What follows belongs to an exercise in optimizing a design on an open flow for small area; a production flow would make more cautious choices.
Where RTL was checked, it was by simulation tests only, not by an equivalence proof against the original.
For runs 1 and 2, only the layout was checked, not whether the RTL still works.

==> flow/design.v <==
`timescale 1ns / 1ps
module note_key(freq, key);
    input [11:0] freq;
    output [4:0] key;
    assign key = {freq[5:3], freq[1:0]};
endmodule
module display(freq, segOut);
    input [11:0] freq;
    output [6:0] segOut;
    wire [4:0] key;
    note_key nk (.freq(freq), .key(key));
    seg_table st (.key(key), .seg(segOut));
endmodule
module seg_table(key, seg);
    input [4:0] key;
    output [6:0] seg;
    assign seg[0] = (key[1] & key[3]) | (~key[0] & ~key[3] & key[4]);
    assign seg[1] = (key[0] & ~key[1]) | (key[1] & key[2]) | (key[1] & ~key[3] & ~key[4]) | (key[0] & key[4]);
    assign seg[2] = (key[0] & ~key[1]) | (key[0] & key[2]) | (key[1] & ~key[3] & ~key[4]);
    assign seg[3] = (key[0] & key[2] & key[4]) | (key[2] & key[3]);
    assign seg[4] = (~key[0] & ~key[1] & ~key[3]);
    assign seg[5] = (key[1] & key[3] & ~key[4]) | (~key[0] & ~key[2] & key[4]);
    assign seg[6] = (key[1] & ~key[2] & ~key[3] & ~key[4]) | (key[0] & ~key[3] & ~key[4]);
endmodule
module half_table(key, half);
    input [4:0] key;
    output [11:0] half;
    assign half[0] = (key[1] & key[3] & ~key[4]) | (key[0] & key[2] & key[4]) | (~key[1] & ~key[3] & ~key[4]) | (~key[0] & key[1] & key[2] & ~key[4]);
    assign half[1] = (~key[0] & key[1] & key[2] & ~key[4]) | (~key[1] & ~key[3]);
    assign half[2] = (~key[0] & ~key[2]) | (~key[0] & ~key[3] & key[4]) | (~key[1] & ~key[2]) | (key[0] & key[1] & key[2] & ~key[4]);
    assign half[3] = (key[2] & ~key[3] & ~key[4]) | (key[0] & key[3]) | (key[0] & key[1]);
    assign half[4] = (~key[0] & ~key[2] & ~key[4]) | (~key[0] & key[2] & key[4]) | (key[0] & key[2] & ~key[4]) | (~key[1] & ~key[3]);
    assign half[5] = (~key[3] & ~key[4]) | (~key[0]) | (key[1] & key[4]);
    assign half[6] = (~key[0] & key[2]) | (key[0] & ~key[2]) | (~key[0] & ~key[4]);
    assign half[7] = (~key[0] & key[1] & key[2]) | (~key[1] & ~key[4]) | (key[0] & ~key[3] & ~key[4]) | (~key[2] & key[4]);
    assign half[8] = (key[0] & ~key[1]) | (key[1] & key[3]) | (~key[0] & ~key[2] & ~key[4]) | (key[1] & key[2]);
    assign half[9] = (key[1] & ~key[2] & ~key[3]) | (key[1] & key[4]) | (key[0] & ~key[3]);
    assign half[10] = (key[3] & key[4]) | (key[0] & key[3]) | (~key[0] & key[2] & ~key[3] & ~key[4]) | (key[1] & ~key[2]);
    assign half[11] = (key[0] & key[2] & key[4]) | (~key[1] & ~key[2]) | (~key[0] & key[3] & ~key[4]) | (key[0] & ~key[2] & ~key[4]);
endmodule
module period_table(key, period);
    input [4:0] key;
    output [12:0] period;
    assign period[0] = (key[0] & ~key[2] & ~key[3] & ~key[4]) | (~key[1] & key[2] & ~key[4]) | (~key[0] & ~key[2] & key[4]);
    assign period[1] = (key[1] & key[3] & ~key[4]) | (key[0] & key[2] & key[4]) | (~key[1] & ~key[3] & ~key[4]) | (~key[0] & key[1] & key[2] & ~key[4]);
    assign period[2] = (~key[0] & key[1] & key[2] & ~key[4]) | (~key[1] & ~key[3]);
    assign period[3] = (~key[0] & ~key[2]) | (~key[0] & ~key[3] & key[4]) | (~key[1] & ~key[2]) | (key[0] & key[1] & key[2] & ~key[4]);
    assign period[4] = (key[2] & ~key[3] & ~key[4]) | (key[0] & key[3]) | (key[0] & key[1]);
    assign period[5] = (~key[0] & ~key[2] & ~key[4]) | (~key[0] & key[2] & key[4]) | (key[0] & key[2] & ~key[4]) | (~key[1] & ~key[3]);
    assign period[6] = (~key[3] & ~key[4]) | (~key[0]) | (key[1] & key[4]);
    assign period[7] = (~key[0] & key[2]) | (key[0] & ~key[2]) | (~key[0] & ~key[4]);
    assign period[8] = (~key[0] & key[1] & key[2]) | (~key[1] & ~key[4]) | (key[0] & ~key[3] & ~key[4]) | (~key[2] & key[4]);
    assign period[9] = (key[0] & ~key[1]) | (key[1] & key[3]) | (~key[0] & ~key[2] & ~key[4]) | (key[1] & key[2]);
    assign period[10] = (key[1] & ~key[2] & ~key[3]) | (key[1] & key[4]) | (key[0] & ~key[3]);
    assign period[11] = (key[3] & key[4]) | (key[0] & key[3]) | (~key[0] & key[2] & ~key[3] & ~key[4]) | (key[1] & ~key[2]);
    assign period[12] = (key[0] & key[2] & key[4]) | (~key[1] & ~key[2]) | (~key[0] & key[3] & ~key[4]) | (key[0] & ~key[2] & ~key[4]);
endmodule
module negperiod_table(key, negperiod);
    input [4:0] key;
    output [12:0] negperiod;
    assign negperiod[0] = (key[0] & ~key[2] & ~key[3] & ~key[4]) | (~key[1] & key[2] & ~key[4]) | (~key[0] & ~key[2] & key[4]);
    assign negperiod[1] = (key[0] & key[2] & key[4]) | (~key[0] & ~key[2] & key[4]) | (key[3] & ~key[4]) | (~key[0] & key[1] & key[2] & ~key[4]) | (~key[1] & ~key[2] & ~key[4]) | (key[0] & ~key[2] & ~key[4]);
    assign negperiod[2] = (key[0] & ~key[2] & ~key[3]) | (key[0] & key[2] & key[4]) | (~key[0] & ~key[2] & key[4]) | (key[3] & ~key[4]);
    assign negperiod[3] = (key[2] & ~key[3]) | (key[3] & ~key[4]) | (key[1] & ~key[4]);
    assign negperiod[4] = (~key[0] & ~key[2]) | (~key[0] & ~key[3] & key[4]) | (~key[0] & key[3] & ~key[4]) | (~key[2] & key[4]);
    assign negperiod[5] = (key[0] & key[1] & ~key[2]) | (key[0] & key[2] & key[4]) | (~key[0] & ~key[2] & key[4]) | (~key[0] & key[1] & key[2] & ~key[4]) | (~key[0] & key[3]);
    assign negperiod[6] = (key[0] & ~key[1]) | (key[1] & key[3] & ~key[4]);
    assign negperiod[7] = (~key[0] & ~key[2] & key[4]) | (key[0] & key[2]);
    assign negperiod[8] = (key[1] & key[3] & ~key[4]) | (key[0] & key[2] & key[4]) | (key[2] & key[3] & key[4]) | (~key[0] & key[1] & ~key[2] & ~key[4]);
    assign negperiod[9] = (key[0] & ~key[2] & ~key[3] & ~key[4]) | (~key[0] & ~key[2] & key[4]) | (~key[0] & ~key[1] & key[2]);
    assign negperiod[10] = (~key[0] & key[2] & ~key[4]) | (key[3] & ~key[4]) | (~key[0] & ~key[1]);
    assign negperiod[11] = (~key[1] & ~key[2]) | (key[2] & ~key[3] & key[4]) | (~key[0] & key[3] & ~key[4]) | (key[0] & key[1] & key[2]);
    assign negperiod[12] = (key[0] & ~key[1] & ~key[4]) | (key[2] & ~key[3] & ~key[4]) | (key[3] & key[4]) | (~key[0] & key[1]);
endmodule
module sine_d(key, d, negd);
    input [4:0] key;
    output [10:0] d;
    output [10:0] negd;
    assign d[0] = (key[0] & key[2] & key[4]) | (~key[0] & key[3]) | (~key[0] & key[1] & ~key[2]);
    assign d[1] = (~key[0] & key[1] & key[2]) | (~key[0] & key[2] & ~key[4]) | (key[1] & ~key[2] & ~key[4]);
    assign d[2] = (~key[2] & ~key[3]) | (~key[1] & ~key[3]) | (key[0] & key[4]);
    assign d[3] = (key[0] & key[2] & key[4]) | (key[0] & ~key[1] & key[2]) | (key[2] & key[3] & key[4]) | (~key[2] & ~key[4]) | (~key[0] & ~key[2]);
    assign d[4] = (~key[0] & key[1] & ~key[2]) | (~key[0] & ~key[1] & key[2] & ~key[4]) | (key[0] & key[1] & ~key[4]);
    assign d[5] = (key[2] & key[3] & key[4]) | (~key[1] & ~key[2] & ~key[4]) | (key[0] & ~key[2] & ~key[4]) | (key[1] & key[2] & ~key[4]);
    assign d[6] = (key[0] & ~key[1]) | (~key[0] & key[1] & key[2]) | (key[2] & key[3]) | (~key[0] & key[1] & ~key[4]);
    assign d[7] = (key[0] & ~key[1]) | (key[0] & key[4]) | (key[0] & ~key[2] & ~key[3]) | (~key[0] & key[2] & ~key[4]);
    assign d[8] = (key[0] & ~key[1]) | (key[2] & key[4]) | (key[2] & ~key[3]) | (~key[1] & ~key[2]);
    assign d[9] = (key[0] & key[4]) | (~key[0] & ~key[2]) | (~key[0] & key[3] & ~key[4]);
    assign d[10] = (key[0] & ~key[2] & ~key[4]);
    assign negd[0] = (key[0] & key[2] & key[4]) | (~key[0] & key[3]) | (~key[0] & key[1] & ~key[2]);
    assign negd[1] = (key[2] & key[4]) | (~key[0] & key[4]) | (~key[0] & key[2] & ~key[3]) | (key[0] & ~key[2] & ~key[4]);
    assign negd[2] = (key[1] & key[3]) | (~key[0] & key[1] & key[2]) | (~key[1] & ~key[2]) | (~key[0] & key[3]);
    assign negd[3] = (~key[1] & key[2] & ~key[4]) | (~key[0] & key[1] & key[2]) | (key[0] & ~key[2] & key[4]);
    assign negd[4] = (key[0] & ~key[1]) | (key[3] & key[4]) | (~key[1] & ~key[2]) | (key[1] & key[2]);
    assign negd[5] = (~key[3] & key[4]) | (~key[2] & key[4]) | (~key[1] & key[2] & ~key[4]) | (~key[0] & key[1] & ~key[2]);
    assign negd[6] = (~key[0] & ~key[1] & ~key[3]) | (~key[0] & ~key[2] & key[4]) | (key[0] & key[1]);
    assign negd[7] = (key[1] & key[3] & ~key[4]) | (~key[0] & ~key[2]) | (~key[0] & key[4]) | (key[0] & key[1] & key[2] & ~key[4]);
    assign negd[8] = (~key[0] & key[3] & ~key[4]) | (key[1] & ~key[2]);
    assign negd[9] = (key[2] & ~key[3] & ~key[4]) | (key[0] & ~key[4]) | (~key[0] & key[2] & key[4]);
    assign negd[10] = (key[2]) | (~key[0]) | (key[4]);
endmodule
module sine_c0(key, c1, nc3, nt1, t2, t3);
    input [4:0] key;
    output [22:0] c1;
    output [6:0] nc3;
    output [10:0] nt1;
    output [10:0] t2;
    output [10:0] t3;
    assign c1[0] = (key[1] & key[3]) | (key[3] & ~key[4]) | (~key[1] & ~key[2] & ~key[4]) | (key[0] & key[2] & ~key[4]);
    assign c1[1] = (key[1] & key[3]) | (key[1] & key[4]) | (~key[1] & key[2] & ~key[3]);
    assign c1[2] = (key[3] & key[4]) | (~key[1] & ~key[2]) | (~key[0] & key[3]) | (key[0] & ~key[3] & ~key[4]) | (~key[0] & key[4]);
    assign c1[3] = (key[0] & ~key[1]) | (key[2] & key[4]) | (key[1] & ~key[2] & ~key[3] & ~key[4]) | (key[3] & key[4]) | (~key[0] & key[2] & ~key[3]);
    assign c1[4] = (key[3] & key[4]) | (~key[0] & key[1] & key[2]) | (key[0] & ~key[4]) | (~key[2] & ~key[4]);
    assign c1[5] = (~key[3] & key[4]) | (~key[1] & key[2] & ~key[4]) | (key[0]) | (key[1] & ~key[2]);
    assign c1[6] = (key[2] & key[3]) | (key[1] & key[4]) | (~key[0] & key[1]);
    assign c1[7] = (key[2] & key[4]) | (key[0] & ~key[2] & ~key[3]) | (~key[0] & key[3]);
    assign c1[8] = (key[0] & key[2] & key[4]) | (~key[0] & ~key[2] & ~key[4]) | (key[0] & ~key[1] & key[2]) | (key[2] & key[3] & key[4]) | (~key[0] & key[1] & ~key[4]);
    assign c1[9] = (key[0] & ~key[2] & ~key[3]) | (~key[1] & key[2] & ~key[3]);
    assign c1[10] = (key[1] & ~key[4]) | (key[0] & key[2]) | (~key[1] & ~key[2]);
    assign c1[11] = (key[0] & ~key[1]) | (~key[2] & ~key[3]) | (~key[0] & ~key[4]);
    assign c1[12] = (key[1] & ~key[2] & ~key[3] & ~key[4]) | (key[0] & ~key[2] & key[4]) | (~key[0] & key[2] & ~key[3] & ~key[4]);
    assign c1[13] = (key[3]) | (~key[0] & key[1] & key[2]) | (key[1] & ~key[4]) | (~key[1] & ~key[2]);
    assign c1[14] = (key[0] & ~key[1]) | (key[2] & ~key[3] & ~key[4]) | (key[3] & key[4]) | (~key[0] & key[1]) | (key[0] & ~key[3] & ~key[4]);
    assign c1[15] = (key[0] & ~key[1]) | (~key[0] & key[1] & key[2]) | (key[0] & key[2] & ~key[4]) | (~key[0] & key[3] & ~key[4]) | (~key[0] & key[1] & ~key[4]);
    assign c1[16] = (key[3] & key[4]) | (key[0] & ~key[4]) | (key[1] & key[2] & ~key[4]);
    assign c1[17] = (key[2] & ~key[3] & key[4]) | (key[3] & ~key[4]) | (~key[0] & key[1] & ~key[2]);
    assign c1[18] = (~key[0] & ~key[2] & key[4]) | (~key[1] & ~key[2] & ~key[4]) | (~key[0] & key[3]) | (key[0] & key[1] & ~key[4]);
    assign c1[19] = (key[3] & key[4]) | (key[1] & ~key[2]) | (~key[1] & key[2] & ~key[3]);
    assign c1[20] = (~key[3] & key[4]) | (~key[2] & key[4]) | (~key[0] & ~key[2]) | (~key[0] & key[3] & ~key[4]) | (key[0] & key[1] & key[2]);
    assign c1[21] = (key[0] & ~key[1] & key[2]) | (key[2] & ~key[3] & ~key[4]) | (~key[0] & key[2] & key[4]);
    assign c1[22] = 1'b0;
    assign nc3[0] = (~key[0] & ~key[1]) | (~key[0] & key[4]) | (key[0] & key[1] & ~key[4]) | (key[1] & ~key[2]);
    assign nc3[1] = (key[1] & ~key[2] & ~key[4]) | (~key[0] & key[2] & ~key[3]) | (key[0] & key[4]);
    assign nc3[2] = (~key[0] & key[1] & key[2]) | (~key[1] & ~key[4]) | (key[0] & ~key[3] & key[4]) | (key[0] & ~key[2] & ~key[4]);
    assign nc3[3] = (key[4]) | (key[0] & key[1]) | (~key[2]) | (~key[0] & ~key[1]);
    assign nc3[4] = (key[1]) | (key[3] & ~key[4]) | (~key[2]);
    assign nc3[5] = (key[3]) | (~key[2]) | (~key[0] & ~key[4]) | (key[0] & key[4]);
    assign nc3[6] = 1'b1;
    assign nt1[0] = (~key[3]) | (key[4]) | (key[0]);
    assign nt1[1] = (~key[0] & key[2]) | (~key[3] & ~key[4]) | (key[3] & key[4]) | (~key[1]);
    assign nt1[2] = (key[3] & ~key[4]) | (~key[2] & ~key[3] & key[4]) | (key[1] & ~key[4]);
    assign nt1[3] = (~key[0] & key[2]) | (key[1] & key[3]) | (key[2] & ~key[3] & ~key[4]) | (~key[0] & ~key[1]) | (~key[2] & key[4]);
    assign nt1[4] = (key[3] & key[4]) | (~key[0] & key[2] & key[4]) | (~key[0] & ~key[1]);
    assign nt1[5] = (~key[0] & key[3]) | (key[1] & key[2]) | (key[0] & key[4]);
    assign nt1[6] = (key[0] & key[3] & key[4]) | (key[2] & ~key[3] & key[4]) | (key[0] & key[1] & key[2]);
    assign nt1[7] = (~key[0] & ~key[2]) | (~key[4]) | (key[0] & ~key[3]);
    assign nt1[8] = (key[0] & ~key[1]) | (key[4]) | (~key[0] & key[1]) | (key[0] & ~key[2]);
    assign nt1[9] = 1'b1;
    assign nt1[10] = 1'b1;
    assign t2[0] = (key[1] & key[3]) | (~key[1] & ~key[2] & ~key[4]) | (key[0] & key[2]);
    assign t2[1] = (key[0] & key[2] & key[4]) | (key[1] & ~key[2] & key[4]) | (~key[0] & key[1] & ~key[4]) | (~key[0] & key[3]);
    assign t2[2] = (~key[0] & key[2] & ~key[4]) | (key[3] & key[4]) | (~key[0] & ~key[1]) | (key[0] & ~key[3] & ~key[4]);
    assign t2[3] = (key[1] & ~key[2] & ~key[3] & ~key[4]) | (key[3] & key[4]) | (~key[0] & key[1] & key[2]);
    assign t2[4] = (key[2] & key[4]) | (key[1] & key[3] & ~key[4]) | (~key[0] & key[2] & ~key[3]) | (~key[0] & key[1] & ~key[4]);
    assign t2[5] = (key[0] & ~key[1]) | (key[0] & key[2] & key[4]) | (~key[2] & ~key[3] & key[4]) | (~key[1] & key[4]) | (key[0] & ~key[2] & ~key[4]) | (~key[1] & key[2] & ~key[3]);
    assign t2[6] = (~key[0] & key[2]) | (~key[3] & key[4]) | (~key[1]) | (key[0] & ~key[2] & ~key[4]);
    assign t2[7] = (~key[0] & key[2] & ~key[4]) | (~key[0] & ~key[2] & key[4]) | (key[2] & key[3]);
    assign t2[8] = (~key[1] & ~key[2]) | (key[0] & key[1] & key[2]);
    assign t2[9] = (key[1] & key[3] & key[4]) | (key[0] & ~key[2] & ~key[3] & ~key[4]) | (~key[0] & key[3] & ~key[4]);
    assign t2[10] = 1'b0;
    assign t3[0] = (key[0] & ~key[1]) | (key[3] & ~key[4]) | (~key[0] & key[1] & key[2]) | (key[2] & ~key[4]);
    assign t3[1] = (~key[3] & key[4]) | (key[2] & key[3] & ~key[4]) | (~key[0] & key[1]);
    assign t3[2] = (key[1] & key[3]) | (~key[0] & ~key[2]) | (~key[0] & key[3] & ~key[4]) | (key[0] & key[4]);
    assign t3[3] = (key[0] & ~key[2] & ~key[3]) | (~key[0] & key[1] & key[2] & ~key[4]) | (key[3] & key[4]) | (~key[0] & key[3]);
    assign t3[4] = (key[0] & ~key[2] & ~key[3]) | (key[3] & ~key[4]) | (~key[0] & key[2] & ~key[3]);
    assign t3[5] = (~key[1] & key[4]) | (~key[0] & key[4]) | (~key[0] & key[1] & ~key[2]);
    assign t3[6] = (key[1] & ~key[2] & ~key[3] & ~key[4]) | (key[0] & ~key[3] & ~key[4]) | (~key[0] & key[3] & ~key[4]);
    assign t3[7] = (key[0] & ~key[3] & key[4]) | (key[1] & ~key[2] & ~key[3]) | (key[0] & key[3] & ~key[4]);
    assign t3[8] = (key[1] & key[3] & ~key[4]) | (key[0] & key[2] & key[4]) | (key[2] & key[3] & key[4]) | (~key[0] & ~key[2] & key[4]) | (~key[0] & key[1] & ~key[4]);
    assign t3[9] = (key[0] & ~key[2] & ~key[4]) | (~key[0] & key[3] & ~key[4]);
    assign t3[10] = 1'b0;
endmodule
`timescale 1ns / 1ps
module osc_square(freq, clk, rst, sq);
    input [11:0] freq;
    input clk;
    input rst;
    output reg sq;           
    reg [11:0] cycleCount;
    wire [4:0] key;
    wire [12:0] period;
    note_key nk (.freq(freq), .key(key));
    period_table pt (.key(key), .period(period));
    wire [11:0] half = period[12:1];
    wire reached;            
    ge_rc #(12) cmp (.a(cycleCount), .b(half), .ge(reached));
    wire [11:0] cnt1;
    inc_rc #(12) inc (.a(cycleCount), .ci(1'b1), .s(cnt1), .co());
    always @(posedge clk) begin
        if (rst) begin
            sq <= 1'b1;
            cycleCount <= 0;
        end else if (reached) begin
            sq <= ~sq;
            cycleCount <= 0;
        end else begin
            cycleCount <= cnt1;
        end
    end
endmodule
`timescale 1ns / 1ps
module osc_tri_saw(freq, clk, rst, q, X, valid);
    input [11:0] freq;
    input clk;
    input rst;
    output [12:0] q;
    output X;
    output valid;
    reg [12:0] cc;
    reg [4:0] ckey;
    wire [4:0] key;
    wire [12:0] pnow, np;
    note_key nk (.freq(freq), .key(key));
    period_table ptn (.key(key), .period(pnow));
    negperiod_table ptc (.key(ckey), .negperiod(np));    
    wire [12:0] cnext;
    wire wrap;
    inc_rc #(13) inc (.a(cc), .ci(1'b1), .s(cnext), .co());
    ge_rc #(13) cmp (.a(cnext), .b(pnow), .ge(wrap));
    always @(posedge clk) begin
        if (rst) begin
            cc <= 13'h1fff;
        end else begin
            cc <= wrap ? 13'd0 : cnext;
        end
        ckey <= key;
    end
    assign valid = ~&cc;
    wire [12:0] lo;
    wire z;
    inc_rc #(13) neg (.a(~cc), .ci(1'b1), .s(lo), .co(z));
    wire [12:0] r [0:13];
    assign r[13] = ~lo & {13{~z}};
    genvar i;
    generate
        for (i = 12; i >= 0; i = i - 1) begin : st_
            div_step #(14, 13) ds (.a({r[i+1], lo[i]}), .nb({1'b1, np}), .q(q[i]), .r(r[i]));
        end
    endgenerate
    carry_rc #(14) cmpx (.a({cc, 1'b0}), .b({1'b1, np}), .ci(1'b0), .co(X));
endmodule
`timescale 1ns / 1ps
module osc_sine(freq, clk, rst, sin);
    input [11:0] freq;
    input clk;
    input rst;
    output [15:0] sin;
    reg [31:0] s;
    reg [22:0] C1;
    reg [14:0] nS2;
    reg [6:0] nS3, nC3;
    reg [10:0] r1, r2, nr3, nt1, t2, t3;
    reg [4:0] dkey;
    reg restart;
    wire [4:0] key;
    note_key nk (.freq(freq), .key(key));
    wire [4:0] lkey = rst ? 5'b11100 : key;
    wire [10:0] d, negd;
    sine_d sd (.key(dkey), .d(d), .negd(negd));
    wire [22:0] C1_0;
    wire [6:0] nC3_0;
    wire [10:0] nt1_0, t2_0, t3_0;
    sine_c0 sc (.key(lkey), .c1(C1_0), .nc3(nC3_0), .nt1(nt1_0), .t2(t2_0), .t3(t3_0));
    wire [31:0] se   = {restart ? 16'd0 : s[31:16], s[15:0]};
    wire [14:0] nS2e = nS2;
    wire [6:0]  nS3e = nS3;
    wire [10:0] r1e  = r1;
    wire [10:0] r2e  = r2;
    wire [10:0] nr3e = nr3;
    wire [22:0] C1e  = C1;
    wire [6:0]  nC3e = nC3;
    wire [10:0] nt1e = nt1;
    wire [10:0] t2e  = t2;
    wire [10:0] t3e  = t3;
    wire [11:0] d12 = {1'b0, d};
    wire [11:0] negd12 = {1'b1, negd};       
    wire sneg = se[31];
    wire cneg = ~nC3e[6];
    wire S3neg = ~nS3e[6];
    wire dc = cneg & ~(&nt1e);
    wire ds = sneg & (|r1e);
    wire [31:0] Sn;
    add_rc #(32) a_s (.a(se), .b({{9{C1e[22]}}, C1e}), .ci(dc), .s(Sn), .co());
    wire [11:0] U1, M1, U2, M2;
    wire g1, g2;
    add_rc #(11) a_u1 (.a(r1e), .b(t2e), .ci(dc), .s(U1[10:0]), .co(U1[11]));
    add_rc #(12) a_m1 (.a(U1), .b(negd12), .ci(1'b0), .s(M1), .co(g1));
    wire [10:0] r1n = g1 ? M1[10:0] : U1[10:0];
    add_rc #(11) a_u2 (.a(r2e), .b(t3e), .ci(g1), .s(U2[10:0]), .co(U2[11]));
    add_rc #(12) a_m2 (.a(U2), .b(negd12), .ci(1'b0), .s(M2), .co(g2));
    wire [10:0] r2n = g2 ? M2[10:0] : U2[10:0];
    wire [14:0] nS2n;
    add_rc #(15) a_s2 (.a(nS2e), .b({{8{nC3e[6]}}, nC3e}), .ci(~g2), .s(nS2n), .co());
    wire [11:0] nV, AV;
    add_rc #(12) a_v (.a({1'b1, nr3e}), .b({{5{nC3e[6]}}, nC3e}), .ci(~g2), .s(nV), .co());
    add_rc #(12) a_av (.a(nV), .b(d12 ^ {12{cneg}}), .ci(cneg), .s(AV), .co());
    wire uv = cneg ? ~nV[11] : AV[11];
    wire [10:0] nr3n = uv ? AV[10:0] : nV[10:0];
    wire [6:0] nS3n;
    add_rc #(7) a_s3 (.a(nS3e), .b({7{uv & ~cneg}}), .ci(uv & cneg), .s(nS3n), .co());
    wire [11:0] X1, B2;
    add_rc #(12) a_b1 (.a({1'b1, nt1e}), .b({1'b0, r2e}), .ci(ds), .s(X1), .co());
    wire b1 = ~X1[11];
    wire [10:0] X1d;
    add_rc #(11) a_b1d (.a(X1[10:0]), .b(negd), .ci(1'b0), .s(X1d), .co());
    wire [10:0] nt1n = b1 ? X1d : X1[10:0];
    wire [22:0] C1n;
    add_rc #(23) a_c1 (.a(C1e), .b({{8{nS2e[14]}}, nS2e}), .ci(~b1), .s(C1n), .co());
    add_rc #(12) a_b2 (.a({1'b0, t2e}), .b({1'b1, nr3e}), .ci(~b1), .s(B2), .co());
    wire b2 = B2[11];
    wire [10:0] B2d;
    add_rc #(11) a_b2d (.a(B2[10:0]), .b(d), .ci(1'b0), .s(B2d), .co());
    wire [10:0] t2n = b2 ? B2d : B2[10:0];
    wire [11:0] W, AW;
    add_rc #(12) a_w (.a({1'b0, t3e}), .b({{5{nS3e[6]}}, nS3e}), .ci(~b2), .s(W), .co());
    add_rc #(12) a_aw (.a(W), .b(d12 ^ {12{S3neg}}), .ci(S3neg), .s(AW), .co());
    wire uw = S3neg ? ~AW[11] : W[11];
    wire [10:0] t3n = uw ? AW[10:0] : W[10:0];
    wire [6:0] nC3n;
    add_rc #(7) a_c3 (.a(nC3e), .b({7{uw & S3neg}}), .ci(uw & ~S3neg), .s(nC3n), .co());
    wire crossing = ~Sn[31] & sneg;
    wire load = rst | crossing;
    always @(posedge clk) begin
        if (rst) begin
            s[31:16] <= 16'd0;
            restart <= 1'b1;
        end else begin
            s[31:16] <= Sn[31:16];
            restart <= crossing;
        end
        if (load) begin
            dkey <= lkey;
            s[15:0] <= 16'd0;
            C1 <= C1_0; nS2 <= 15'h7fff; nS3 <= 7'h7f; nC3 <= nC3_0;
            r1 <= 11'd0; r2 <= 11'd0; nr3 <= 11'h7ff;
            nt1 <= nt1_0; t2 <= t2_0; t3 <= t3_0;
        end else begin
            s[15:0] <= Sn[15:0];
            C1 <= C1n; nS2 <= nS2n; nS3 <= nS3n; nC3 <= nC3n;
            r1 <= r1n; r2 <= r2n; nr3 <= nr3n;
            nt1 <= nt1n; t2 <= t2n; t3 <= t3n;
        end
    end
    assign sin = s[31:16];
endmodule
`timescale 1ns / 1ps
module sig_adder(clk, rst, sw, sq, q, X, saw_valid, sig_sine, sig);
    input clk;
    input rst;
    input [4:0] sw;
    input sq;
    input [12:0] q;
    input X;
    input saw_valid;
    input [15:0] sig_sine;
    output reg [15:0] sig;
    reg [15:0] sig_noise;
    wire [15:0] noise_next = { sig_noise[14:0], sig_noise[15] ^ sig_noise[14] ^ sig_noise[12] ^ sig_noise[3] };
    wire on = ~rst;
    wire v0 = sw[0] & on;
    wire v1 = sw[1] & saw_valid & on;
    wire v2 = sw[2] & saw_valid & on;
    wire v3 = sw[3] & on;
    wire v4 = sw[4] & on;
    wire xb = X & v1;
    wire [15:0] a = {3'b000, q & {13{v1}}};
    wire [15:0] b = {1'b0, (q ^ {13{X}}) & {13{v2}}, 2'b00};
    wire [15:0] c0 = v2 ? (v0 ? (sq ? 16'hF003 : 16'hD004) : 16'hE004)
                        : (v0 ? (sq ? 16'h0FFF : 16'hF000) : 16'h0000);
    wire [15:0] c = {c0[15:13] + {3{xb}}, c0[12:0]};
    wire [15:0] d = v3 ? sig_sine : 16'd0;
    wire [15:0] e = v4 ? noise_next : 16'd0;
    wire [15:0] s1 = a ^ b ^ c;
    wire [15:0] c1 = {(a[14:0] & b[14:0]) | (a[14:0] & c[14:0]) | (b[14:0] & c[14:0]), 1'b0};
    wire [15:0] s2 = s1 ^ c1 ^ d;
    wire [15:0] c2 = {(s1[14:0] & c1[14:0]) | (s1[14:0] & d[14:0]) | (c1[14:0] & d[14:0]), 1'b0};
    wire [15:0] s3 = s2 ^ c2 ^ e;
    wire [15:0] c3 = {(s2[14:0] & c2[14:0]) | (s2[14:0] & e[14:0]) | (c2[14:0] & e[14:0]), 1'b0};
    wire [15:0] sum;
    add_rc #(16) fin (.a(s3), .b(c3), .ci(xb), .s(sum), .co());
    always @(posedge clk) begin
        sig <= sum;
        if (rst) sig_noise <= 773;
        else if (sw[4]) sig_noise <= noise_next;
    end
endmodule
`timescale 1ns / 1ps
module synthesizer(clk, rst, sw, freq, sig, seg);
    input clk;           
    input rst;           
    input [4:0] sw;      
    input [11:0] freq;   
    output [15:0] sig;   
    output [6:0] seg;    
    wire sq;
    wire [12:0] saw_q;
    wire saw_x, saw_valid;
    wire [15:0] sig_sine;
    display disp_ (.freq(freq), .segOut(seg));
    osc_square squosc_ (.freq(freq), .clk(clk), .rst(rst), .sq(sq));
    osc_tri_saw trisawsc_ (.freq(freq), .clk(clk), .rst(rst),
                           .q(saw_q), .X(saw_x), .valid(saw_valid));
    osc_sine sinesc_ (.freq(freq), .clk(clk), .rst(rst), .sin(sig_sine));
    sig_adder sigadd_ (.clk(clk), .rst(rst), .sw(sw), .sq(sq), .q(saw_q),
                       .X(saw_x), .saw_valid(saw_valid), .sig_sine(sig_sine), .sig(sig));
endmodule
module add_rc #(parameter W = 8) (a, b, ci, s, co);
    input [W-1:0] a, b;
    input ci;
    output [W-1:0] s;
    output co;
    wire [W:0] c;
    assign c[0] = ci;
    genvar i;
    generate
        for (i = 0; i < W; i = i + 1) begin : bit_
            assign s[i] = a[i] ^ b[i] ^ c[i];
            assign c[i+1] = (a[i] & b[i]) | (c[i] & (a[i] ^ b[i]));
        end
    endgenerate
    assign co = c[W];
endmodule
module inc_rc #(parameter W = 8) (a, ci, s, co);
    input [W-1:0] a;
    input ci;
    output [W-1:0] s;
    output co;
    wire [W:0] c;
    assign c[0] = ci;
    genvar i;
    generate
        for (i = 0; i < W; i = i + 1) begin : bit_
            assign s[i] = a[i] ^ c[i];
            assign c[i+1] = a[i] & c[i];
        end
    endgenerate
    assign co = c[W];
endmodule
module carry_rc #(parameter W = 8) (a, b, ci, co);
    input [W-1:0] a, b;
    input ci;
    output co;
    wire [W:0] c;
    assign c[0] = ci;
    genvar i;
    generate
        for (i = 0; i < W; i = i + 1) begin : bit_
            assign c[i+1] = (a[i] & b[i]) | (a[i] & c[i]) | (b[i] & c[i]);
        end
    endgenerate
    assign co = c[W];
endmodule
module ge_rc #(parameter W = 8) (a, b, ge);
    input [W-1:0] a, b;
    output ge;
    wire [W:0] c;
    assign c[0] = 1'b1;
    genvar i;
    generate
        for (i = 0; i < W; i = i + 1) begin : bit_
            assign c[i+1] = (a[i] & ~b[i]) | (a[i] & c[i]) | (~b[i] & c[i]);
        end
    endgenerate
    assign ge = c[W];
endmodule
module div_step #(parameter W = 8, parameter R = 8) (a, nb, q, r);
    input [W-1:0] a, nb;
    output q;
    output [R-1:0] r;
    wire [W-1:0] d;
    add_rc #(W) sub (.a(a), .b(nb), .ci(1'b0), .s(d), .co(q));
    assign r = q ? d[R-1:0] : a[R-1:0];
endmodule
==> flow/flow/run.sh <==
#!/bin/bash
# Standard synthesis, then inverters pushed across full adders (flow/fapol.py:
# a full adder with all inputs and outputs inverted is the same adder), then
# the standard layout from the modified netlist.
set -euo pipefail
R=orfs/results/sky130hd/synthesizer/base
bash standard.sh synth > synth.log 2>&1
cp $R/1_2_yosys.v yosys_netlist_orig.v
python3 flow/fapol.py yosys_netlist_orig.v $R/1_2_yosys.v > fapol.log 2>&1
rm -f $R/1_synth.odb $R/1_synth.sdc
touch $R/1_2_yosys.v
bash standard.sh "BUFFER_PORTS_ARGS=-buffer_cell sky130_fd_sc_hd__buf_1" finish > layout.log 2>&1
==> flow/flow/fapol.py <==
#!/usr/bin/env python3
"""Inverter pushing across full adders in a mapped sky130 netlist.

A full adder is self-dual: FA(~a, ~b, ~c) = (~sum, ~cout). Each fa cell
may therefore be "flipped" (fed inverted inputs, giving inverted outputs)
without changing the function. This chooses flips that minimise the number
of nets needing an inverted copy, then rewires the netlist with one shared
inverter per such net. Registers and all other cells are kept as they are.

usage: fapol.py IN.v OUT.v
"""
import re, sys
from collections import defaultdict

src = open(sys.argv[1]).read()
cell_re = re.compile(r'^(\s*)(sky130_fd_sc_hd__\w+)\s+(\S+)\s*\((.*?)\);\n', re.S | re.M)
pin_re = re.compile(r'\.(\w+)\(([^()]*)\)')
OUTS = {'X', 'Y', 'Q', 'Q_N', 'SUM', 'COUT', 'HI', 'LO'}

cells = []
for m in cell_re.finditer(src):
    pins = [(p, n.strip()) for p, n in pin_re.findall(m.group(4))]
    cells.append(dict(type=m.group(2), name=m.group(3), pins=pins, span=m.span()))

mod = re.search(r'module\s+(\w+)\((.*?)\);', src, re.S)
port_nets = set()
for m in re.finditer(r'^\s*output\s+(\[(\d+):(\d+)\]\s*)?(\S+);', src, re.M):
    if m.group(1):
        for i in range(int(m.group(3)), int(m.group(2)) + 1):
            port_nets.add('%s[%d]' % (m.group(4), i))
    else:
        port_nets.add(m.group(4))

def is_inv(c): return re.match(r'sky130_fd_sc_hd__inv_\d+$', c['type']) is not None
def is_fa(c): return c['type'] == 'sky130_fd_sc_hd__fa_1' or re.match(r'sky130_fd_sc_hd__fa_\d+$', c['type'])

driver = {}
for i, c in enumerate(cells):
    for p, n in c['pins']:
        if p in OUTS: driver[n] = (i, p)

# removable inverters: output not a port net
removable = set(i for i, c in enumerate(cells) if is_inv(c) and dict(c['pins'])['Y'] not in port_nets)

memo = {}
def root(n):
    if n in memo: return memo[n]
    d = driver.get(n)
    if d and d[0] in removable:
        r, q = root(dict(cells[d[0]]['pins'])['A'])
        res = (r, q ^ 1)
    else:
        res = (n, 0)
    memo[n] = res
    return res

fas = [i for i, c in enumerate(cells) if is_fa(c)]
fixed = set()
for i in fas:
    for p, n in cells[i]['pins']:
        if p in OUTS and n in port_nets: fixed.add(i)
fa_of_root = {}
for i in fas:
    for p, n in cells[i]['pins']:
        if p in OUTS: fa_of_root[n] = i

# consumers: (cell index, pin, root, parity)
cons = []
for i, c in enumerate(cells):
    if i in removable: continue
    for p, n in c['pins']:
        if p in OUTS: continue
        r, q = root(n)
        cons.append((i, p, r, q))
by_root = defaultdict(list)
for k, (i, p, r, q) in enumerate(cons): by_root[r].append(k)
fa_cons = defaultdict(list)
for k, (i, p, r, q) in enumerate(cons):
    if i in fa_of_root.values() and is_fa(cells[i]): fa_cons[i].append(k)

flip = defaultdict(int)
def pol(r):
    f = fa_of_root.get(r)
    return flip[f] if f is not None else 0
def need(k):
    i, p, r, q = cons[k]
    return q ^ (flip[i] if is_fa(cells[i]) else 0)
def root_cost(r):
    pr = pol(r)
    return 1 if any(need(k) != pr for k in by_root[r]) else 0

def fa_roots(i):
    rs = set()
    for p, n in cells[i]['pins']:
        if p in OUTS: rs.add(n)
        else: rs.add(root(n)[0])
    return rs

total0 = sum(root_cost(r) for r in by_root)
improved = True
it = 0
while improved and it < 50:
    improved = False; it += 1
    for i in fas:
        if i in fixed: continue
        rs = fa_roots(i)
        before = sum(root_cost(r) for r in rs)
        flip[i] ^= 1
        after = sum(root_cost(r) for r in rs)
        if after < before: improved = True
        else: flip[i] ^= 1
# annealing over single flips and over flips of whole runs of adders
# linked by their carries, to get out of local minima
import random
random.seed(1)
nxt = {}
for i in fas:
    co = dict(cells[i]['pins'])['COUT']
    for k in by_root.get(co, []):
        j = cons[k][0]
        if is_fa(cells[j]) and cons[k][1] == 'CIN': nxt[i] = j
groups = []
for i in fas:
    g = [i]; j = i
    for _ in range(40):
        j = nxt.get(j)
        if j is None or j in g: break
        g.append(j); groups.append(list(g))
groups += [[i] for i in fas]
cur = sum(root_cost(r) for r in by_root)
best = cur; bestflip = dict(flip)
T = 1.0
for step in range(200000):
    g = random.choice(groups)
    if any(i in fixed for i in g): continue
    rs = set()
    for i in g: rs |= fa_roots(i)
    before = sum(root_cost(r) for r in rs)
    for i in g: flip[i] ^= 1
    after = sum(root_cost(r) for r in rs)
    dlt = after - before
    if dlt <= 0 or random.random() < pow(2.718, -dlt / T):
        cur += dlt
        if cur < best: best = cur; bestflip = dict(flip)
    else:
        for i in g: flip[i] ^= 1
    T = max(0.05, 1.0 - step / 150000.0)
flip = defaultdict(int, bestflip)
total1 = sum(root_cost(r) for r in by_root)
old_inv = len(removable)
sys.stderr.write("inverters: %d removable before; nets needing inverted copy: %d -> %d; flipped %d of %d fa\n"
                 % (old_inv, total0, total1, sum(flip[i] for i in fas), len(fas)))

# rebuild
newpins = {i: list(c['pins']) for i, c in enumerate(cells)}
inv_net = {}
newcells = []
newwires = []
k = 0
for idx, (i, p, r, q) in enumerate(cons):
    pass
for kk, (i, p, r, q) in enumerate(cons):
    want = need(kk)
    if want == pol(r):
        net = r
    else:
        if r not in inv_net:
            nm = '_fapol_n%d_' % len(inv_net)
            inv_net[r] = nm
            newwires.append(nm)
            newcells.append('  sky130_fd_sc_hd__inv_1 _fapol_i%d_ (\n    .A(%s),\n    .Y(%s)\n  );\n' % (len(inv_net) - 1, r if not r.startswith('\\') else r + ' ', nm))
        net = inv_net[r]
    pins = newpins[i]
    for j, (pp, nn) in enumerate(pins):
        if pp == p and not isinstance(nn, tuple):
            pins[j] = (pp, (net,))
            break

def fmt(n):
    return n + ' ' if n.startswith('\\') else n
out = []
pos = 0
for i, c in enumerate(cells):
    s, e = c['span']
    out.append(src[pos:s]); pos = e
    if i in removable: continue
    body = ',\n'.join('    .%s(%s)' % (p, fmt(n[0]) if isinstance(n, tuple) else fmt(n)) for p, n in newpins[i])
    out.append('  %s %s (\n%s\n  );\n' % (c['type'], c['name'], body))
rest = src[pos:]
ei = rest.rfind('endmodule')
out.append(rest[:ei])
out.extend(newcells)
out.append(rest[ei:])
res = ''.join(out)
# declare new wires after the module header
hdr_end = res.index(';', res.index('module ')) + 1
res = res[:hdr_end] + '\n' + ''.join('  wire %s;\n' % w for w in newwires) + res[hdr_end:]
open(sys.argv[2], 'w').write(res)
sys.stderr.write("inverters now: %d\n" % len(newcells))
==> flow/standard.sh <==
#!/bin/bash
# synth_recipe.tcl (not shown) runs the flow's synth.tcl, then flattens the netlist and writes it again
# the make line also repeats each setting of config.mk as NAME=value (left out here)
make -C /OpenROAD-flow-scripts/flow DESIGN_CONFIG=/design/flow/config.mk WORK_HOME=/design/flow/orfs CLKGATE_MAP_FILE= SYNTH_SCRIPT=/design/flow/synth_recipe.tcl "${@:-finish}"
==> flow/config.mk <==
export PLATFORM = sky130hd
export DESIGN_NAME = synthesizer
export DESIGN_NICKNAME = synthesizer
export VERILOG_FILES = /design/flow/design.v
export SDC_FILE = /design/flow/constraint.sdc
export NUM_CORES = 4
export LEC_CHECK = 0
export CAP_MARGIN = 5
export CORE_MARGIN = 2
export CORE_UTILIZATION = 60
export CTS_BUF_LIST = sky130_fd_sc_hd__clkbuf_16
export CTS_CLUSTER_DIAMETER = 100
export CTS_CLUSTER_SIZE = 28
export PLACE_DENSITY = 0.75
export SLEW_MARGIN = 5
==> flow/constraint.sdc <==
create_clock -name core_clock -period 500.0 [get_ports {clk}]
set_input_delay 100.0000 -clock core_clock [delete_from_list [all_inputs] [get_ports {clk}]]
set_output_delay 100.0000 -clock core_clock [all_outputs]
set_load 0.01 [all_outputs]
==> impl_metrics.tcl, run 1 <==
set metrics [dict create \
    dp_hpwl_um 42200 \
    overflow 0 \
    crit_chain "buf_1 > buf_4 > inv_1 > ha_1 > nand2_1 > o21ai_0 > buf_1" \
    highest_layer "met4" \
    synth.avg_cell_area_sq_um 10.1 \
    reg2reg_from "trisawsc_.cc[0]$_SDFF_PP1_" \
    post-place-cells 2629 \
    crit_path_max_fanout 31 \
    cpMostUsedCell "buf_1" \
    post_cts_resized 0 \
    cts_sinks 219 \
    r2r-end "sigadd_.sig[15]$_DFF_P_" \
    synth_area_sq_um 22200 \
    core_sq_um 36500 \
    min_to "sigadd_.sig_noise[9]$_SDFFE_PP1P_" \
    final_cell_count_no_fill 2648 \
    path_class "in2out" \
    cts_tree "built" \
    drcViolationCount 0 \
    dpl_cell_area_sq_um 22700 \
    hold_path.class "reg2reg" \
    clock_latency_ps 520 \
    yosys_warnings 4 \
    portBuffers 34 \
    grt_pass1_vias 16757 \
    met2_length_um 26800 \
    layout_setup_ws_ps 298510 \
    num_antenna_cells 0 \
    areaGrowthSynthToFinish_pct 4.14 \
    holdBufCountCts 0 \
    drt_wl_total_um 52800 \
    rows 70 \
    ant_nets 0 \
    grtUsageTotal 0.292 \
    wl_per_cell_um 19.9 \
    holdPathStages 1 \
    grt_max_degree 66 \
    critPathTopFamily "buffers and inverters" \
    first_pass_iters 6 \
    dieArea_sq_um 38500 \
    worst_r2r_path_depth 256 \
    cp_num_buf_inv 4 \
    min_from "sigadd_.sig_noise[8]$_SDFFE_PP1P_" \
    fp.dieW_um 196 \
    rsz0062_at_grt "no" \
    dr_wl_met3_um 2540 \
    final-setup-viol-count 0 \
    grt_pass1_wl_um 88900 \
    die_y_um 196 \
    antenna_found_initial 0 \
    via_count 15914 \
    max_freq_ghz 0.00496 \
    final_max_slew_viol_count 0 \
    stdcell_area_sq_um 23100 \
    io_pins 42 \
    avgViaCountPerCell 6.01 \
    h-tree-depth 1 \
    numCtsBuffers 12 \
    drt_iter0_drc 1359 \
    cp.arrival_ps 101490 \
    nNetsFinal 2671 \
    cts.clk_slew.worst_paths_ps 100 \
    outcome "complete, no violations" \
    setup-tns-final_ps 0 \
    fin_crit_ps 201490 \
    critPathLaunchType "input port" \
    end_kind "output port" \
    start_util 0.607 \
    reg2reg_slack_ps 422390 \
    post-place-ws_ps 298560 \
    wirelength_met1_um 22000 \
    drive_gt1_frac 0.0711 \
    final.period_utilization 0.403 \
    post-cts-setup-buffers 0 \
    cts_root_buffer "clkbuf_16" \
    synthCells 2201 \
    tightest_slew_ps 1130 \
    finalHoldViolCount 0 \
    clock_skew_ps 60.3 \
    gp_congestion 0.933 \
    max-cap-violations 0 \
    required_ps 400000 \
    slew_headroom 0.249 \
    slowest_stage "ha_1" \
    syn_nets 2697 \
    critical_path.max_stage_delay_ps 350 \
    cts_max_path_buffers 3 \
]
==> routing by layer <==
metal / vias to the layer above / GRT usage
met5: - / 0
met4: 0 / 0.0710
met3: 97 / 0.0282
met2: 461 / 0.514
met1: 8121 / 0.393
li1: 7235 / -
==> sequential cells by signal, summed over array words and instances (netlist names) <==
signal / cells
sinesc_.s: 32
sinesc_.C1: 23
sigadd_.sig: 16
sigadd_.sig_noise: 16
sinesc_.nS2: 15
trisawsc_.cc: 13
squosc_.cycleCount: 12
sinesc_.nr3: 11
sinesc_.nt1: 11
sinesc_.r1: 11
sinesc_.r2: 11
sinesc_.t2: 11
sinesc_.t3: 11
sinesc_.nC3: 7
sinesc_.nS3: 7
sinesc_.dkey: 5
trisawsc_.ckey: 5
sinesc_.restart: 1
squosc_.sq: 1
==> placed cells by master (no fill, tap or decap), types with 9 or more instances in the layout <==
cell type and instances:
fa_1 401, dfxtp_1 214, nand2_1 207, inv_1 197, nor2_1 177, a21oi_1 104, ha_1 76, mux2_2 65
mux2i_1 57, o21ai_0 56, xnor2_1 54, and2_1 53, nor2b_1 51, buf_4 37, buf_1 32, nor3_1 30
nand2b_1 27, a211oi_1 24, a21o_1 23, nand3_1 20, o211ai_1 20, or3_1 18, maj3_1 16, clkbuf_16 12
a211o_1 10, o22ai_1 10, a31oi_1 9, xor2_1 9
==> worst max-delay path by stage <==
stage                     depth (start not counted)     end  startpoint  slack (ps)
after floorplan                                   7  seg[5]     freq[5]      298390
after global placement                            7  seg[5]     freq[0]      298560
after detailed placement                          7  seg[5]     freq[0]      298560
after CTS                                         7  seg[5]     freq[0]      298550
after global routing                              7  seg[5]     freq[0]      298400
final                                             7  seg[5]     freq[0]      298510
==> per-stage QoR <==
step                hold slack, ps   util
global placement               467  0.621
global route                   518  0.632
CTS                            493  0.632
floorplan                      433      -
detailed placement             469  0.621
finish                         497  0.632
==> layout make-up <==
type                    count  area (sq um)
fillers                  3042         13400
well taps                 468           586
clock inverters             7          87.6
flip-flops and latches    219          4430
multi-input cells        1673         16500
clock buffers              12           300
repair buffers             71           410
inverters                 198           743
==> run 2, diff against run 1 <==
--- a/flow/config.mk
+++ b/flow/config.mk
@@ -11,5 +11,6 @@
 export CTS_BUF_LIST = sky130_fd_sc_hd__clkbuf_16
 export CTS_CLUSTER_DIAMETER = 100
 export CTS_CLUSTER_SIZE = 28
+export GPL_TIMING_DRIVEN = 0
 export PLACE_DENSITY = 0.75
 export SLEW_MARGIN = 5
==> run 2 against run 1 <==
  * Final area rose by 0.83%
  * Highest routed layer unchanged
  * Still clean on timing, DRC and antenna
  * Via count rose by 3.8%
  * Flip-flop and latch count did not move
  * Routed wire length rose by 16%
  * Critical path type unchanged
  * Worst setup slack got worse by 1500 ps
  * Sequential share of layout area fell by 0.16 points
  * Register-to-register slack got worse by 1900 ps
  * Global-route usage rose by 4.5 points
  * Utilization rose by 0.52 points
  * Die area did not move
  * Hold slack improved by 22 ps
==> impl_metrics.tcl, run 2 <==
set metrics [dict create \
    hold_path.class "reg2reg" \
    post-cts-setup-buffers 0 \
    die_y_um 196 \
    nFillCells 3046 \
    io_pins 42 \
    min_from "squosc_.cycleCount[0]$_SDFF_PP0_" \
    synth.avg_cell_area_sq_um 10.1 \
    avgViaCountPerCell 6.07 \
    path_class "in2out" \
    cp.arrival_ps 102950 \
    core_sq_um 36500 \
    portBuffers 34 \
    yosys_warnings 4 \
    wl_per_cell_um 22.5 \
    grtUsageTotal 0.337 \
    max_freq_ghz 0.00493 \
    cts_max_path_buffers 3 \
    critPathLaunchType "input port" \
    tightest_slew_ps 1300 \
    clock_latency_ps 500 \
    largest-register "sinesc_.s" \
    numCtsBuffers 12 \
    via_count 16519 \
    dp_hpwl_um 50100 \
    syn_nets 2697 \
    grt_pass1_wl_um 98800 \
    regArea_sq_um 4430 \
    drt_iter0_drc 1344 \
    start_util 0.607 \
    dieArea_sq_um 38500 \
    cts_root_buffer "clkbuf_16" \
    max-cap-violations 0 \
    reg_top3 "sinesc_.s (32), sinesc_.C1 (23)" \
    whs_ps 519 \
    outcome "complete, no violations" \
    multi_input_area_sq_um 16500 \
    cts_tree "built" \
    reg2reg_slack_ps 420520 \
    final_common_cell "fa_1" \
    end_kind "output port" \
    cts.clk_slew.worst_paths_ps 110 \
    grt_pass1_vias 17448 \
    worst_r2r_path_depth 262 \
    antenna_found_initial 0 \
    fp.dieW_um 196 \
    overflow 0 \
    final-setup-viol-count 0 \
    rows 70 \
    crit_path_max_fanout 10 \
    largest_reg_flops 32 \
    final.period_utilization 0.406 \
    layout_common_cells "fa_1, dfxtp_1, nand2_1, inv_1, nor2_1" \
    met2_length_um 29300 \
    clock_skew_ps 16.1 \
    first_pass_iters 6 \
    synth_area_sq_um 22200 \
    gp_congestion 0.991 \
    setup-tns-final_ps 0 \
    highest_layer "met4" \
    fin_crit_ps 202950 \
    drcViolationCount 0 \
    reg2reg_from "trisawsc_.cc[0]$_SDFF_PP1_" \
    grt_max_degree 29 \
    holdBufCountCts 0 \
    dr_wl_met3_um 3820 \
    ant_nets 0 \
    required_ps 400000 \
    areaGrowthSynthToFinish_pct 5.00 \
    finalHoldViolCount 0 \
    synthCells 2201 \
    holdPathStages 1 \
    r2r-end "sigadd_.sig[15]$_DFF_P_" \
    h-tree-depth 1 \
    wirelength_met1_um 25000 \
    nNetsFinal 2748 \
    drive_gt1_frac 0.0599 \
    min_to "squosc_.cycleCount[0]$_SDFF_PP0_" \
    num_antenna_cells 0 \
    drt_wl_total_um 61400 \
    cts_sinks 219 \
    rsz0062_at_grt "no" \
    slew_headroom 0.125 \
    final_max_slew_viol_count 0 \
    post_cts_resized 0 \
]
==> run 2: worst max-delay path by stage <==
stage	to	start	slack [ps]
2_1_floorplan	seg[5]	freq[5]	298390
5_1_grt	seg[5]	freq[5]	297000
6_report	seg[5]	freq[5]	297050
3_3_place_gp	seg[5]	freq[5]	297200
4_1_cts	seg[5]	freq[5]	297210
3_5_place_dp	seg[5]	freq[5]	297230
==> run 2: metrics by stage <==
stage,worst slack [ps],instances,instance area [sq um],util
3_3_place_gp,297200,2703,22900,0.626
2_1_floorplan,298390,2201,22200,-
3_5_place_dp,297230,2705,22900,0.627
5_1_grt,297000,2723,23300,0.637
4_1_cts,297210,2722,23300,0.637
6_report,297050,2723,23300,0.637
==> run 2: cell type report <==
type / count / share of cell area
tap: 468 / 0.0252
buffer: 111 / 0.0204
timing repair buffer: 37 / 0.00635
sequential: 219 / 0.191
multi-input combinational: 1673 / 0.710
clock buffer: 13 / 0.0140
inverter: 198 / 0.0319
clock inverter: 4 / 0.00177
==> run 2: per-layer routing <==
metal  vias up  global-route usage
met3       157              0.0435
li1       7383                   -
met1      8340               0.442
met5         -                   0
met4         0               0.152
met2       639               0.564
==> run 2: worst max-delay path: stages <==
cell	delay, ps
buf_1	230
clkbuf_1	360
clkbuf_1	390
buf_1	520
clkbuf_1	520
buf_1	470
o21ai_0	270
buf_1	180
==> run 3, diff against run 2 <==
--- a/flow/design.v
+++ b/flow/design.v
@@ -178,10 +178,9 @@
     output reg sq;           
     reg [11:0] cycleCount;
     wire [4:0] key;
-    wire [12:0] period;
+    wire [11:0] half;
     note_key nk (.freq(freq), .key(key));
-    period_table pt (.key(key), .period(period));
-    wire [11:0] half = period[12:1];
+    half_table ht (.key(key), .half(half));
     wire reached;            
     ge_rc #(12) cmp (.a(cycleCount), .b(half), .ge(reached));
     wire [11:0] cnt1;
--- a/flow/flow/run.sh
+++ b/flow/flow/run.sh
@@ -9,4 +9,4 @@
 python3 flow/fapol.py yosys_netlist_orig.v $R/1_2_yosys.v > fapol.log 2>&1
 rm -f $R/1_synth.odb $R/1_synth.sdc
 touch $R/1_2_yosys.v
-bash standard.sh "BUFFER_PORTS_ARGS=-buffer_cell sky130_fd_sc_hd__buf_1" finish > layout.log 2>&1
+bash standard.sh finish > layout.log 2>&1
--- a/flow/config.mk
+++ b/flow/config.mk
@@ -11,6 +11,5 @@
 export CTS_BUF_LIST = sky130_fd_sc_hd__clkbuf_16
 export CTS_CLUSTER_DIAMETER = 100
 export CTS_CLUSTER_SIZE = 28
-export GPL_TIMING_DRIVEN = 0
 export PLACE_DENSITY = 0.75
 export SLEW_MARGIN = 5
==> run 3 against run 2 <==
  * Register-to-register slack improved by 3200 ps
  * Synthesized cell count decreased by 2.1%
  * Hold slack got worse by 4.3 ps
  * Critical endpoint is now seg[6]
  * Routed wire length decreased by 15%
  * Via count decreased by 5.9%
==> impl_metrics.tcl, run 3 <==
set metrics [dict create \
    synthCells 2155 \
    cts_max_path_buffers 3 \
    post-place-ws_ps 297630 \
    fp.dieW_um 196 \
    cp.arrival_ps 102410 \
    start_util 0.605 \
    crit_start "freq[1]" \
    die_y_um 196 \
    final-setup-viol-count 0 \
    drcViolationCount 0 \
    grt_pass1_vias 16446 \
    slew_headroom 0.269 \
    layout_common_cells "fa_1, dfxtp_1, nor2_1, inv_1, nand2_1" \
    synth.avg_cell_area_sq_um 10.2 \
    overflow 0 \
    cts.clk_slew.worst_paths_ps 90 \
    critPathLaunchType "input port" \
    cts_sinks 219 \
    yosys_warnings 4 \
    reg2reg_slack_ps 423700 \
    portBuffers 34 \
    holdBufCountCts 0 \
    syn_nets 2651 \
    drive_gt1_frac 0.0786 \
    clock_skew_ps 18.3 \
    nNetsFinal 2630 \
    grtUsageTotal 0.289 \
    post-place-cells 2588 \
    holdPathStages 1 \
    final_common_cell "fa_1" \
    avgViaCountPerCell 5.97 \
    final.period_utilization 0.405 \
    first_pass_iters 6 \
    post_cts_resized 0 \
    gp_congestion 0.948 \
    largest-register "sinesc_.s" \
    tightest_slew_ps 1090 \
    areaGrowthSynthToFinish_pct 5.21 \
    clock_latency_ps 490 \
    antenna_found_initial 0 \
    via_count 15552 \
    max_freq_ghz 0.00494 \
    grt_pass1_wl_um 87800 \
    finalHoldViolCount 0 \
    h-tree-depth 1 \
    required_ps 400000 \
    outcome "complete, no violations" \
    ant_nets 0 \
    path_class "in2out" \
    numCtsBuffers 12 \
    post-cts-setup-buffers 0 \
    rsz0062_at_grt "no" \
    core_sq_um 36400 \
    final_cell_count_no_fill 2606 \
    synth_area_sq_um 22000 \
    end_kind "output port" \
    worst_r2r_path_depth 246 \
    crit_path_max_fanout 35 \
    drt_iter0_drc 1202 \
    min_from "sigadd_.sig_noise[8]$_SDFFE_PP1P_" \
    reg2reg_from "trisawsc_.cc[0]$_SDFF_PP1_" \
    min_to "sigadd_.sig_noise[9]$_SDFFE_PP1P_" \
    io_pins 42 \
    num_antenna_cells 0 \
    rows 70 \
    wl_per_cell_um 20.1 \
    dp_hpwl_um 42100 \
    largest_reg_flops 32 \
    dieArea_sq_um 38300 \
    r2r-end "sigadd_.sig[15]$_DFF_P_" \
    grt_max_degree 67 \
    setup-tns-final_ps 0 \
    max-cap-violations 0 \
    fin_crit_ps 202410 \
    drt_wl_total_um 52400 \
    hold_path.class "reg2reg" \
    layout_setup_ws_ps 297590 \
    cts_tree "built" \
    reg_top3 "sinesc_.s (32), sinesc_.C1 (23)" \
    final_max_slew_viol_count 0 \
    cts_root_buffer "clkbuf_16" \
]
run 3: per-layer routing:
| layer | wire, um | GRT usage | up-vias | share of wire |
|---|---|---|---|---|
| met1 | 21800 | 0.386 | 7891 | 0.42 |
| met5 | 0 | 0 | - | 0 |
| met4 | 1850 | 0.0853 | 0 | 0.035 |
| met3 | 2270 | 0.0258 | 95 | 0.043 |
| met2 | 26500 | 0.509 | 444 | 0.51 |
| li1 | - | - | 7122 | - |
run 3: final cells by class:
type                    count  area, sq um
clock buffers              13          325
repair buffers             74          633
flip-flops and latches    219         4430
multi-input cells        1642        16500
inverters                 185          694
well taps                 468          586
fillers                  2909        13200
clock inverters             5         48.8
run 3: worst max-delay path: stages:
cell	delay, ps
clkdlybuf4s50_1	450
buf_4	340
nor2b_1	540
nor2_1	170
nor3_1	290
clkdlybuf4s50_1	600
run 3: how the worst max path moves through the flow:
stage,endpoint,slack (ps)
after floorplan,seg[5],298690
final,seg[6],297590
after global placement,seg[6],297680
after detailed placement,seg[6],297630
after CTS,seg[6],297620
after global routing,seg[6],297570
run 3: per-stage QoR:
stage               cell area (sq um)  hold slack, ps  utilization
CTS                             23200             511        0.637
floorplan                       22000             431            -
global placement                22800             472        0.626
detailed placement              22800             479        0.626
finish                          23200             515        0.637
global route                    23200             530        0.637

-- afterwards: timing with drivers on the ports --
The results above use ideal ports. As a check the final layouts listed here were re-extracted and re-timed, cells and wires unchanged. Step 1 assumes that a clkbuf_16 drives the clock port and a buf_2 every other input. Step 2 times the ports against the registers' clock, not the clock port: input delays grow and output delays shrink by t, the midpoint of the rising clock arrivals with the driver on. a / b / c = ideal ports / drivers / drivers and shift; a / b = the first two.
run | shift t [ns] | slack for setup (ns) | hold WS [ns] | worst data-port slew with drivers (ns) | pins driven straight from the clock port
run 1 | 0.552 | 298.514 / 298.491 / 298.491 | 0.497 / 0.497 / 0.497 | 0.03 | 1
run 2 | 0.544 | 297.051 / 297.029 / 297.029 | 0.519 / 0.519 / 0.519 | 0.03 | 1
run 3 | 0.536 | 297.588 / 297.564 / 297.564 | 0.515 / 0.515 / 0.515 | 0.04 | 1
After both steps every run listed still meets setup and hold. For run 3, which loses most, drivers alone change the setup slack by -0.024 ns; drivers and shift together by -0.024 ns.
